Background: an optimization exercise with open tools, aiming at small area. Do not read the settings as production practice.
In this exercise RTL edits were held to simulation tests only and were not proved equivalent to the original.
Power figures rest on the tool's default switching activity, not on a simulated workload.

## BandaAsamblare
module BandaAsamblare(clear, load, clk, A, B, operatie, Result, exp);
Size: ~62 I/O pins.
Settings: LEC_CHECK=0, ABC_AREA=1, CAP_MARGIN=20, CORE_MARGIN=2, CORE_UTILIZATION=50, GPL_ROUTABILITY_DRIVEN=0, GPL_TIMING_DRIVEN=0, SLEW_MARGIN=20; clock period 4.0 ns.
standard.sh (not shown) runs the stock make flow with config.mk's settings and CLKGATE_MAP_FILE= SYNTH_SCRIPT=/design/flow/synth_recipe.tcl, a recipe that flattens the netlist after the stock synthesis.
==> flow/flow/run.sh <==
#!/bin/bash
# Own layout flow: the standard ORFS flow (standard.sh) with
#  - area-oriented ABC scripts and no adder-cell mapping in synthesis: synthesis is run once
#    per flow/abc_*.script (each in its own try_* folder) and the script giving the smallest
#    synthesized area is used for the layout; registers are untouched (dfflibmap runs before
#    ABC, names as in the standard synthesis),
#  - the smallest buffer (buf_1) for the port buffers,
#  - clock tree synthesis without dummy loads, clkbuf_4 leaves and a clkbuf_8 root.
# Each make run's output goes to its own log (try_*.log, flow.log); ORFS keeps each step's
# log under orfs/logs (and try_*/logs).
set -euo pipefail
W=$(pwd)
rm -rf "$W/scripts_abc"
cp -r "$FLOW_HOME/scripts" "$W/scripts_abc"

# trial syntheses
pids=()
for s in "$W"/flow/abc_*.script; do
  n=$(basename "$s" .script)
  rm -rf "$W/sd_$n" "$W/try_$n"
  cp -r "$FLOW_HOME/scripts" "$W/sd_$n"
  cp "$s" "$W/sd_$n/abc_area.script"
  sed -e "s#WORK_HOME=[^ ]*#WORK_HOME=$W/try_$n#" -e '/^if \[\[/,$d' standard.sh > "$W/try_$n.sh"
  bash "$W/try_$n.sh" SCRIPTS_DIR="$W/sd_$n" ABC_AREA=1 ADDER_MAP_FILE= synth > "$W/try_$n.log" 2>&1 &
  pids+=($!)
  if (( ${#pids[@]} >= 3 )); then wait "${pids[0]}" || true; pids=("${pids[@]:1}"); fi
done
for p in "${pids[@]}"; do wait "$p" || true; done

best=""; best_area=""
for s in "$W"/flow/abc_*.script; do
  n=$(basename "$s" .script)
  f=$(ls "$W"/try_$n/reports/*/*/*/synth_stat.txt 2>/dev/null | head -1 || true)
  [[ -n "$f" ]] || continue
  a=$(awk '/Chip area for module/ {print $NF}' "$f" | tail -1)
  echo "$n $a" >> "$W/abc_choice.log"
  if [[ -z "$best" ]] || awk -v a="$a" -v b="$best_area" 'BEGIN{exit !(a<b)}'; then best=$s; best_area=$a; fi
done
[[ -n "$best" ]] || best="$W/flow/abc_ax.script"
echo "chosen $(basename "$best") $best_area" >> "$W/abc_choice.log"
cp "$best" "$W/scripts_abc/abc_area.script"
rm -rf "$W"/sd_abc_*

CTS="-sink_clustering_enable -repair_clock_nets -dont_use_dummy_load"
CTS="$CTS -buf_list {sky130_fd_sc_hd__clkbuf_4} -root_buf sky130_fd_sc_hd__clkbuf_8"
bash standard.sh SCRIPTS_DIR="$W/scripts_abc" ABC_AREA=1 ADDER_MAP_FILE= \
  "CTS_ARGS=$CTS" \
  "BUFFER_PORTS_ARGS=-buffer_cell sky130_fd_sc_hd__buf_1" \
  finish > flow.log 2>&1
==> flow/flow/abc_a3.script <==
strash
dch
amap
mfs2
strash
dch
amap
mfs2
strash
dch
amap
==> flow/flow/abc_ax.script <==
strash
dch
amap
&get -n
&st
&dch
&nf -a
&put
mfs2
strash
dch
amap
topo
stime -c
==> flow/flow/abc_h1.script <==
strash
dc2
dch -f
amap
mfs2
strash
dc2
dch -f
amap
mfs2
strash
dch -f
amap
topo
==> flow/flow/abc_m3.script <==
strash
dch
amap
&get -n
&st
&dch
&nf -a
&put
mfs2
strash
dch
amap
mfs2
strash
dch
amap
topo
==> flow/flow/abc_q2.script <==
strash
dch
amap
&get -n
&st
&dch
&nf -a
&put
mfs2
strash
dch
amap
mfs2
strash
dch
amap
mfs2
strash
dch
amap
mfs2
strash
dch
amap
topo
==> flow/flow/abc_s4.script <==
strash
&get -n
&st
&synch2
&nf -a
&put
mfs2
strash
dch
amap
mfs2
strash
dch
amap
topo
Other scripts of this flow, unchanged in this note and not shown: flow/flow/abc_s1.script
==> next run, changes <==
- CAP_MARGIN: 20 -> 0
- CORE_UTILIZATION: 50 -> 40
- GPL_ROUTABILITY_DRIVEN: 0 -> unset
- GPL_TIMING_DRIVEN: 0 -> unset
- SLEW_MARGIN: 20 -> 0
Sequential cell count stays the same; setup slack gets better by 44 ps; non-clock buffer count came out higher by 1; global-route usage decreases by 2.7 points; final area came out lower by 1.6%; via count grows by 1.1%; final cell count goes up by 2.0%.
==> next run, changes <==
- CAP_MARGIN: 0 -> 20
- GPL_TIMING_DRIVEN: unset -> 0
- SLEW_MARGIN: 0 -> 20
Worst setup slack got worse by 72 ps.
Clock-buffer cell count does not change.
Final area grows by about 1%.
Power fell by 0.62%.
Routed wire length grows by 0.45%.
Critical path depth stays the same.
Utilization goes up by 0.47 points.
Via count shrinks by 1.4%.
Sequential share of layout area came out lower by 0.50 points.
Clock skew barely changes.
==> next run, changes <==
- GPL_TIMING_DRIVEN: 0 -> unset
removed: flow/flow/abc_a3.script
removed: flow/flow/abc_ax.script
removed: flow/flow/abc_h1.script
removed: flow/flow/abc_m3.script
removed: flow/flow/abc_q2.script
removed: flow/flow/abc_s4.script
Outcome: The new run passed the timing, DRC and antenna checks. Sequential cell count stays the same. Non-clock buffer count decreases by 2. Final area is lower by 1.2%.

Setup of wip/tundra:
BandaAsamblare, a different RTL version from the one above (not shown whole).
Size in the first run: ~560 cells after synthesis, roughly 0.0050 mm2 of cells after synthesis.
==> flow/design.v (excerpt) <==
module BandaAsamblare(clear, load, clk, A, B, operatie, Result, exp);
Settings: LEC_CHECK=0, ABC_AREA=1, CAP_MARGIN=20, CORE_MARGIN=2, CORE_UTILIZATION=40, SLEW_MARGIN=20; clock period 4.0 ns.
==> flow/flow/run.sh <==
#!/bin/bash
# Own layout flow: the standard ORFS flow (standard.sh) with
#  - an area-oriented ABC script (flow/abc_area.script) and no adder-cell mapping in synthesis;
#    registers are untouched (dfflibmap runs before ABC, names as in the standard synthesis),
#  - the smallest buffer (buf_1) for the port buffers,
#  - clock tree synthesis without dummy loads, clkbuf_4 leaves and a clkbuf_8 root.
# All make output goes to flow.log; ORFS keeps each step's log under orfs/logs.
set -euo pipefail
W=$(pwd)
rm -rf "$W/scripts_abc"
cp -r "$FLOW_HOME/scripts" "$W/scripts_abc"
cp "$W/flow/abc_area.script" "$W/scripts_abc/abc_area.script"
CTS="-sink_clustering_enable -repair_clock_nets -dont_use_dummy_load"
CTS="$CTS -buf_list {sky130_fd_sc_hd__clkbuf_4} -root_buf sky130_fd_sc_hd__clkbuf_8"
bash standard.sh SCRIPTS_DIR="$W/scripts_abc" ABC_AREA=1 ADDER_MAP_FILE= \
  "CTS_ARGS=$CTS" \
  "BUFFER_PORTS_ARGS=-buffer_cell sky130_fd_sc_hd__buf_1" \
  finish > flow.log 2>&1
==> flow/flow/abc_area.script <==
strash
dch
amap
&get -n
&st
&dch
&nf -a
&put
mfs2
strash
dch
amap
topo
stime -c
[inputs] wip/delta vs wip/tundra
==> flow/flow/run.sh <==
#!/bin/bash
set -euo pipefail
W=$(pwd)
rm -rf "$W/scripts_abc"
cp -r "$FLOW_HOME/scripts" "$W/scripts_abc"
cp "$W/flow/abc_area.script" "$W/scripts_abc/abc_area.script"
CTS="-sink_clustering_enable -repair_clock_nets -dont_use_dummy_load -buf_list {sky130_fd_sc_hd__clkbuf_4} -root_buf sky130_fd_sc_hd__clkbuf_8"
bash standard.sh SCRIPTS_DIR="$W/scripts_abc" ABC_AREA=1 ADDER_MAP_FILE= \
  "CTS_ARGS=$CTS" \
  "BUFFER_PORTS_ARGS=-buffer_cell sky130_fd_sc_hd__buf_1"  \
  finish > flow.log 2>&1
## What came out
As far as vias per cell goes, wip/tundra and wip/delta are indistinguishable; the numbers are identical. Comparing wip/delta against wip/tundra, there is no change at all in count of flip-flops with a built-in enable after synthesis. As far as sequential cell count goes, wip/tundra and wip/delta are indistinguishable; the numbers are identical.
#### Input delta (wip/maple over wip/delta)
--- a/flow/flow/run.sh
+++ b/flow/flow/run.sh
@@ -9,3 +9,3 @@
   "CTS_ARGS=$CTS" \
-  "BUFFER_PORTS_ARGS=-buffer_cell sky130_fd_sc_hd__buf_1"  \
+  "BUFFER_PORTS_ARGS=-buffer_cell sky130_fd_sc_hd__buf_1" SYNTH_INSBUF=0 \
   finish > flow.log 2>&1
### Flow results
wip/delta did not stop at any stage, and its layout met the timing, DRC and antenna checks. The flow did not stop early for wip/maple: all stages ran, and the layout cleared the timing, DRC and antenna checks. Static leakage: wip/maple vs wip/delta — no meaningful difference. Diff wip/delta -> wip/maple: power shows no meaningful change, fraction of final layout cells with drive strength greater than 1 shows no meaningful change, required time of the critical path shows a reduction of 0.03 ns. wip/maple vs wip/delta, wire length on met3 went up by about 0.5%. In the reports for wip/delta and wip/maple, the larger core utilization belongs to wip/maple.
Relative to wip/maple, the following input files were edited for wip/indigo:
Settings: a change of CORE_UTILIZATION from 40 to 70.
--- a/flow/flow/run.sh
+++ b/flow/flow/run.sh
@@ -9,3 +9,3 @@
   "CTS_ARGS=$CTS" \
-  "BUFFER_PORTS_ARGS=-buffer_cell sky130_fd_sc_hd__buf_1" SYNTH_INSBUF=0 \
+  "BUFFER_PORTS_ARGS=-buffer_cell sky130_fd_sc_hd__buf_1"  \
   finish > flow.log 2>&1
==> comparison <==
wip/indigo vs wip/maple: routed wire length up slightly. Relative to wip/maple, the total power measured on wip/indigo has increased slightly. Area growth from synthesis to layout down 2.4 points in wip/indigo wrt wip/maple. Per the comparison of wip/indigo with wip/maple, final cycle utilization of the critical path -0.81 points; final critical-path required period -0.033 ns; cell area after layout -about 0.6%; reported net switching power +about 2.4%. Transition time of the tightest slew-check pin was lower in wip/indigo than in wip/maple. On wip/indigo: detail-routed via count per cell is 0.69 higher than what wip/maple gave. Looking at met1 capacity usage during global routing, wip/indigo sits above wip/maple. The met2 routed wirelength in wip/indigo sits 280 um above the value recorded for wip/maple.

[separate check: timing with driven ports]
No port has a modelled driver above. Below, the same layouts with a new extraction and two added sets of constraints.
Step 1 assumes that a clkbuf_16 drives the clock port and a buf_2 every other input.
Step 2 adds t to the input delays and takes it off the output delays; t is the mean of the earliest and latest rising clock arrival at the registers after step 1. Input paths then give back, and output paths get back, about the clock's delay inside the block.
a / b / c = ideal ports / drivers / drivers and shift; a / b = the first two.
run	t, ns	setup slack, ns	worst slew at a driven data input, ns
the first run of note 1	0.430	0.356 / 0.353 / -0.077	0.04
the second run of note 1	0.438	0.400 / 0.403 / -0.035	0.03
the third run of note 1	0.440	0.329 / 0.341 / -0.098	0.03
the fourth run of note 1	0.445	0.438 / 0.451 / 0.006	0.03
wip/tundra	0.438	0.414 / 0.415 / -0.023	0.04
wip/delta	0.438	0.414 / 0.415 / -0.023	0.04
wip/maple	0.422	0.290 / 0.294 / -0.128	0.03
wip/indigo	0.429	0.323 / 0.327 / -0.103	0.04
With both steps, setup timing fails in 7 of these runs, where it was met with ideal ports.
